Context: an optimization exercise on an open-source flow, tuned for small area and a short achievable clock period. The choices shown serve that exercise and are no tape-out recipe. Only simulation tests tie the RTL to the original design; equivalence was not proved. No activity file was given, so power comes from the tool's default toggle rates.

Setup of xenon:
Design fadd_sub, start of the top module:
module fadd_sub(
  input  logic        clk_i,
  input  logic [31:0] operand_a,
  input  logic [31:0] operand_b,
  output logic [31:0] result_o
);
  wire        sa = operand_a[31], sb = operand_b[31];
  wire [7:0]  fa = operand_a[30:23], fb = operand_b[30:23];
  wire        za = (fa == 8'd0), zb = (fb == 8'd0);    
  wire [7:0]  ea1 = {fa[7:1], fa[0] | za};             
  wire [7:0]  eb1 = {fb[7:1], fb[0] | zb};
  wire [23:0] ma = {~za, operand_a[22:0]};
  wire [23:0] mb = {~zb, operand_b[22:0]};
  wire [7:0]  ea = {fa[7:1], fa[0] | (za & (operand_a[22:0] != 23'd0))};
  wire [7:0]  eb = {fb[7:1], fb[0] | (zb & (operand_b[22:0] != 23'd0))};
  wire [7:0]  xp = fa ^ ~fb;
  wire [7:0]  xg = fa & ~fb;
  wire eg0 = xg[1] | (xp[1] & xg[0]);
  wire ep0 = xp[1] & xp[0];
  wire eg1 = xg[3] | (xp[3] & xg[2]);
  wire ep1 = xp[3] & xp[2];
  wire eg2 = xg[5] | (xp[5] & xg[4]);
  wire ep2 = xp[5] & xp[4];
  wire eg3 = xg[7] | (xp[7] & xg[6]);
  wire ep3 = xp[7] & xp[6];
  wire eg4 = xg[2] | (xp[2] & eg0);
  wire ep4 = xp[2] & ep0;
  wire eg5 = eg1 | (ep1 & eg0);
  wire ep5 = ep1 & ep0;
  wire eg6 = xg[6] | (xp[6] & eg2);
  wire ep6 = xp[6] & ep2;
  wire eg7 = eg3 | (ep3 & eg2);
  wire ep7 = ep3 & ep2;
  wire eg8 = xg[4] | (xp[4] & eg5);
  wire ep8 = xp[4] & ep5;
  wire eg9 = eg2 | (ep2 & eg5);
  wire ep9 = ep2 & ep5;
  wire eg10 = eg6 | (ep6 & eg5);
  wire ep10 = ep6 & ep5;
  wire eg11 = eg7 | (ep7 & eg5);
  wire ep11 = ep7 & ep5;
  wire [7:0]  gE = {eg11, eg10, eg9, eg8, eg5, eg4, eg0, xg[0]};
  wire [7:0]  pE;
  assign pE[0] = xp[0];
  assign pE[1] = pE[0] & xp[1];
  assign pE[2] = pE[1] & xp[2];
  assign pE[3] = pE[2] & xp[3];
  assign pE[4] = pE[3] & xp[4];
  assign pE[5] = pE[4] & xp[5];
  assign pE[6] = pE[5] & xp[6];
  assign pE[7] = pE[6] & xp[7];
  ...
Size in the first run: roughly 60 flip-flops, about 97 I/O pins.
clock: 12.0 ns
lec_check: 0
abc_area: 1
cap_margin: 20
core_margin: 2
core_utilization: 40
cts_buf_list: sky130_fd_sc_hd__clkbuf_8
slew_margin: 20
standard.sh (not shown) runs the stock make flow with config.mk's settings and CLKGATE_MAP_FILE= SYNTH_SCRIPT=/design/flow/synth_recipe.tcl, a recipe that flattens the netlist after the stock synthesis.
==> flow/flow/run.sh <==
#!/bin/bash
# Own layout flow: the standard ORFS flow (standard.sh), with these changes:
#  - ports are buffered with sky130_fd_sc_hd__buf_1 (which repair may upsize)
#    instead of the clkdlybuf4s50_1 that buffer_ports picks by default;
#  - repair_timing aims for a setup slack margin of MARGIN ns (flow/margin);
#  - if flow/abc.script exists, synthesis is the standard synthesis script
#    with that ABC script for the combinational mapping (flow/my_synth.tcl);
#    flip-flops are mapped before ABC runs, so registers are unchanged;
#  - any extra ORFS variables listed in flow/env (KEY=VALUE lines).
# Every tool's output goes to the ORFS logs under orfs/logs, and make's own
# output to standard.log in this folder.
set -euo pipefail
MARGIN=$(cat flow/margin 2>/dev/null || echo 5)
export BUFFER_PORTS_ARGS="-buffer_cell sky130_fd_sc_hd__buf_1"
if [[ -f flow/env ]]; then set -a; source flow/env; set +a; fi
EXTRA=()
if [[ -f flow/abc.script ]]; then
  export MY_ABC_SCRIPT="$PWD/flow/abc.script"
  EXTRA+=("SYNTH_SCRIPT=$PWD/flow/my_synth.tcl")
fi
bash standard.sh "${EXTRA[@]}" SETUP_SLACK_MARGIN=$MARGIN finish > standard.log 2>&1
==> flow/flow/margin <==
5.8
Having completed the whole flow, xenon delivered a layout that passed the timing, DRC and antenna checks.
What tundra does differently from xenon at the input level:
Settings: CTS_BUF_LIST removed (was sky130_fd_sc_hd__clkbuf_8).
==> flow/flow/abc.script (new file) <==
strash
dch
map -B 0.9 -D 4000
topo
stime -c
buffer -c
upsize -c -D 4000
dnsize -c -D 4000
==> flow/flow/env (new file) <==
CTS_ARGS="-sink_clustering_enable -repair_clock_nets -dont_use_dummy_load -buf_list sky130_fd_sc_hd__clkbuf_8"
==> flow/flow/my_synth.tcl (new file) <==
# The standard synthesis script (synth_recipe.tcl), except that Yosys's abc
# step runs the ABC script named by MY_ABC_SCRIPT instead of ORFS's.
proc synth {args} { yosys synth -nofsm -noshare {*}$args }
proc abc {args} {
  set i [lsearch -exact $args -script]
  if {$i >= 0 && [info exists ::env(MY_ABC_SCRIPT)] && $::env(MY_ABC_SCRIPT) ne ""} {
    lset args [expr {$i + 1}] $::env(MY_ABC_SCRIPT)
  }
  yosys abc {*}$args
}
source $::env(SCRIPTS_DIR)/synth.tcl
# left out here: clear keep_hierarchy, flatten, clean up, hide names made inside functions, write 1_2_yosys.v
Findings:
- tundra ended with more routed length per instance than xenon.
- The origin of the worst setup path comes out r_zero in one run and r_d in the other, namely in xenon and tundra respectively.
- Of xenon and tundra, tundra shows the lower global-route wire length before repair, with xenon above it.
- xenon → tundra: number of tap cells inserted decreased about 17%, relative contribution of combinational cells to total power increased 1.3 points, power consumption decreased about 0.4%, final number of hold-violating endpoints essentially unchanged.
> inputs changed (tundra -> quartz)
==> flow/flow/env <==
CTS_ARGS="-sink_clustering_enable -repair_clock_nets -dont_use_dummy_load -buf_list sky130_fd_sc_hd__clkbuf_8 -sink_clustering_size 30 -sink_clustering_max_diameter 300"
removed: flow/flow/abc.script
removed: flow/flow/my_synth.tcl
--- outcome ---
Changes observed in quartz relative to tundra: count of max-cap constraint violations has remained practically unchanged; cell area shows an increase of 4.2%; pre-CTS setup slack went up by 0.49 ns. Re total power: quartz and tundra aren't equal, and the higher value belongs to tundra. Sort quartz and tundra by growth of design area from synthesis to finish, descending, and tundra comes first. Relative to tundra, the non-clock buffer count of quartz is lower by 24.

static timing again, ports no longer ideal:
How much do the figures lean on ideal ports? The routed layouts below were timed once more, with nothing changed but the port constraints. Step 1 assumes that a clkbuf_16 drives the clock port and a buf_2 every other input. Step 2, shift: input delay + t, output delay - t, t = (earliest + latest rising clock arrival at the registers) / 2. This alone moves slack from input paths to output paths. a / b / c = ideal / step 1 / step 2; a / b = the first two.
run | shift t [ns] | setup WS [ns] | latest minus earliest clock arrival (ns) | worst register clock-pin slew, ns
xenon | 0.348 | 6.276 / 6.247 / 6.154 | 0.006 / 0.006 | 0.06 / 0.06
tundra | 0.340 | 5.984 / 5.955 / 5.882 | 0.020 / 0.020 | 0.06 / 0.06
quartz | 0.342 | 6.279 / 6.250 / 6.196 | 0.020 / 0.019 | 0.06 / 0.06
After both steps setup and hold are still met in every run listed. For xenon, which loses most, drivers alone change the setup slack by -0.029 ns; drivers and shift together by -0.122 ns.
